From an optimization exercise on the open Yosys and OpenROAD flow, aimed at small area, a short achievable clock period and few clock cycles; shortcuts taken in it are not production practice.
In this exercise RTL edits were held to simulation tests only and were not proved equivalent to the original.

==> v28: inputs <==
## aoc_day2
module aoc_day2 (
    input         clock,
    input         reset,
    input  [63:0] data_value,
    input         data_valid,
    output        data_ready,
    output        result_valid,
    output [63:0] result_value
);
==> flow/config.mk <==
export PLATFORM = sky130hd
export DESIGN_NAME = aoc_day2
export DESIGN_NICKNAME = aoc_day2
export VERILOG_FILES = /design/flow/design.v
export SDC_FILE = /design/flow/constraint.sdc
export NUM_CORES = 4
export LEC_CHECK = 0
export ABC_AREA = 1
export CAP_MARGIN = 20
export CORE_MARGIN = 2
export CORE_UTILIZATION = 55
export PLACE_DENSITY = 0.72
export SETUP_SLACK_MARGIN = 1.2
export SLEW_MARGIN = 20
export SYNTH_HIERARCHICAL = 1
export SYNTH_MINIMUM_KEEP_SIZE = 0
==> flow/constraint.sdc <==
create_clock -name core_clock -period 5.0 [get_ports {clock}]
set_input_delay 1.0000 -clock core_clock [delete_from_list [all_inputs] [get_ports {clock}]]
set_output_delay 1.0000 -clock core_clock [all_outputs]
set_load 0.01 [all_outputs]
run.sh (not shown) runs the stock make flow with config.mk's settings and CLKGATE_MAP_FILE= SYNTH_SCRIPT=/design/flow/synth_recipe.tcl, a recipe that flattens the netlist after the stock synthesis.
==> v29 (differences from v28) <==
CORE_UTILIZATION = 40   (was 55)
PLACE_DENSITY = unset   (was 0.72)
SETUP_SLACK_MARGIN = 1.0   (was 1.2)
==> tab_implementation.tex <==
\begin{tabular}{lr}
\hline
Metric & Value \\
\hline
\multicolumn{2}{l}{\textbf{Cells and area}} \\
\quad Bufs w/o clock & 161 \\
\multicolumn{2}{l}{\textbf{STA}} \\
\quad Achievable Freq & between 200 and 300 MHz \\
\quad Final worst path period share & 75.8\% \\
\multicolumn{2}{l}{\textbf{Worst setup path}} \\
\quad Crit path top cell by count & nand2\_1 \\
\multicolumn{2}{l}{\textbf{Outcome}} \\
\quad Run status & complete, no violations \\
\multicolumn{2}{l}{\textbf{GRT}} \\
\quad Wire length of the first global-routing pass & just over 200000 um \\
\hline
\end{tabular}
(the above is from v28)
==> tab_implementation.tex <==
\begin{tabular}{lr}
\hline
Metric & Value \\
\hline
\multicolumn{2}{l}{\textbf{Outcome}} \\
\quad Run status & complete, no violations \\
\multicolumn{2}{l}{\textbf{Worst setup path}} \\
\quad Crit path top cell by count & fa\_1 \\
\multicolumn{2}{l}{\textbf{STA}} \\
\quad Achievable Freq & 261 MHz \\
\multicolumn{2}{l}{\textbf{Floorplan}} \\
\quad Die Ht & about 350 um \\
\multicolumn{2}{l}{\textbf{Cells and area}} \\
\quad Bufs w/o clock & 134 \\
\hline
\end{tabular}
(the above is from v29)
Testbench counts of v28, summed over its fixed seeds: cycles 448.
Testbench counts of v29, summed over its fixed seeds: cycles 448.

---

==> inputs of job 3435 <==
Starting RTL as in the previous note.
make LEC_CHECK=0 ABC_AREA=1 CAP_MARGIN=20 CORE_MARGIN=2 CORE_UTILIZATION=40 SETUP_SLACK_MARGIN=1.4 SLEW_MARGIN=20 SYNTH_HIERARCHICAL=1 SYNTH_MINIMUM_KEEP_SIZE=0 finish   # period 5.0 ns
==> job 6654 (differences from job 3435) <==
CTS_BUF_LIST = sky130_fd_sc_hd__clkbuf_4 sky130_fd_sc_hd__clkbuf_8   (was unset)
SETUP_SLACK_MARGIN = 1.2   (was 1.4)
==> job 2704 (differences from job 3435) <==
SETUP_SLACK_MARGIN = 1.2   (was 1.4)
==> summary.txt <==
- Cell count: job 3435 is smaller than job 6654 (0.34%).
- Register-to-register slack: job 2704 is better than job 6654 (30 ps).
- Final area is about the same in job 2704 and job 6654.
- Via count: job 3435 is higher than job 6654 (0.74%).
- Between job 2704 and job 3435, the lower critical path depth is in job 2704 (gap 22).
- Die area is the same in job 6654 and job 3435.
- Hold slack: job 6654 < job 3435 < job 2704.
- In job 6654 the count of clock-buffer cells in the layout is higher than in job 2704, by 50.
- Of job 3435 and job 6654, job 6654 has the higher clock skew (gap 22 ps).
- Sequential share of layout area: job 6654 > job 2704 > job 3435.
==> figures <==
metric                                                               job 6654                    job 2704                    job 3435
Status                                               timing/DRC/antenna clean    timing/DRC/antenna clean    timing/DRC/antenna clean
Detailed route wirelength on metal2                                   66.9 mm                     67.6 mm                     69.0 mm
Global Route Usage Sum                                                  21.6%                       21.6%                       21.7%
Area of combinational cells with multiple inputs                   0.0342 mm2                  0.0342 mm2                  0.0357 mm2
Library cell used as clock root buffer              sky130_fd_sc_hd__clkbuf_8  sky130_fd_sc_hd__clkbuf_16  sky130_fd_sc_hd__clkbuf_16
Required arrival time at the worst endpoint                           5650 ps                     5530 ps                     5590 ps
Proportion of cell area spent on the clock network                      4.38%                       4.37%                       4.23%
Post-detailed-routing wire length                                      137 mm                      137 mm                      139 mm
Seq. cell area                                                     0.0109 mm2                  0.0109 mm2                  0.0110 mm2
Number of gates resized after cts                                          17                          14                         119
Final-layout clock buffer total                                           143                          93                          93
Worst hold endpoint                                           q_dg[1]$_DFF_P_            c2_n[11]$_DFF_P_            c2_n[11]$_DFF_P_
Critical path startpoint                                   q_h[14]$_SDFF_PN0_          q_h[14]$_SDFF_PN0_          c3_bcd[16]$_DFF_P_
M1 wire length                                                        60.4 mm                     61.0 mm                     61.1 mm
Part of the cycle the worst path needs                                  74.2%                       73.7%                       73.0%
Buffer share of cell area                                               2.52%                       2.51%                       2.96%
Number of nets in the final layout                                       8037                        8003                        8038
Average detailed-routed wire length per instance                      15.2 um                     15.3 um                     15.5 um
Testbench counts of job 3435, summed over its fixed seeds: cycles 448.
Testbench counts of job 6654, summed over its fixed seeds: cycles 448.
Testbench counts of job 2704, summed over its fixed seeds: cycles 448.

## port drivers added, routing unchanged
How much do the figures lean on ideal ports? The routed layouts below were timed once more, with nothing changed but the port constraints. Step 1 (the two cells are an assumption about what drives the block):
set clk [get_ports {clock}]
set_driving_cell -lib_cell sky130_fd_sc_hd__clkbuf_16 $clk
set_driving_cell -lib_cell sky130_fd_sc_hd__buf_2 [delete_from_list [all_inputs] $clk]
Step 2 also shifts input and output timing later by t, the mid clock arrival at the registers, as if the neighbouring blocks saw the same clock. Three values: ideal ports, drivers, drivers and shift; two values: the first two.
run	t (ns)	setup WS [ns]	worst setup path after step 2	slew at the worst register clock pin (ns)	worst slew at a driven data input, ns
v28	0.716	1.211 / 1.211 / 1.211	register to register	0.07 / 0.07	0.05
v29	0.723	1.165 / 1.165 / 1.165	register to register	0.07 / 0.07	0.04
job 3435	0.722	1.351 / 1.351 / 1.351	register to register	0.07 / 0.07	0.04
job 6654	0.843	1.291 / 1.291 / 1.291	register to register	0.08 / 0.08	0.04
job 2704	0.723	1.317 / 1.317 / 1.317	register to register	0.07 / 0.07	0.04
After both steps every run listed still meets setup and hold.
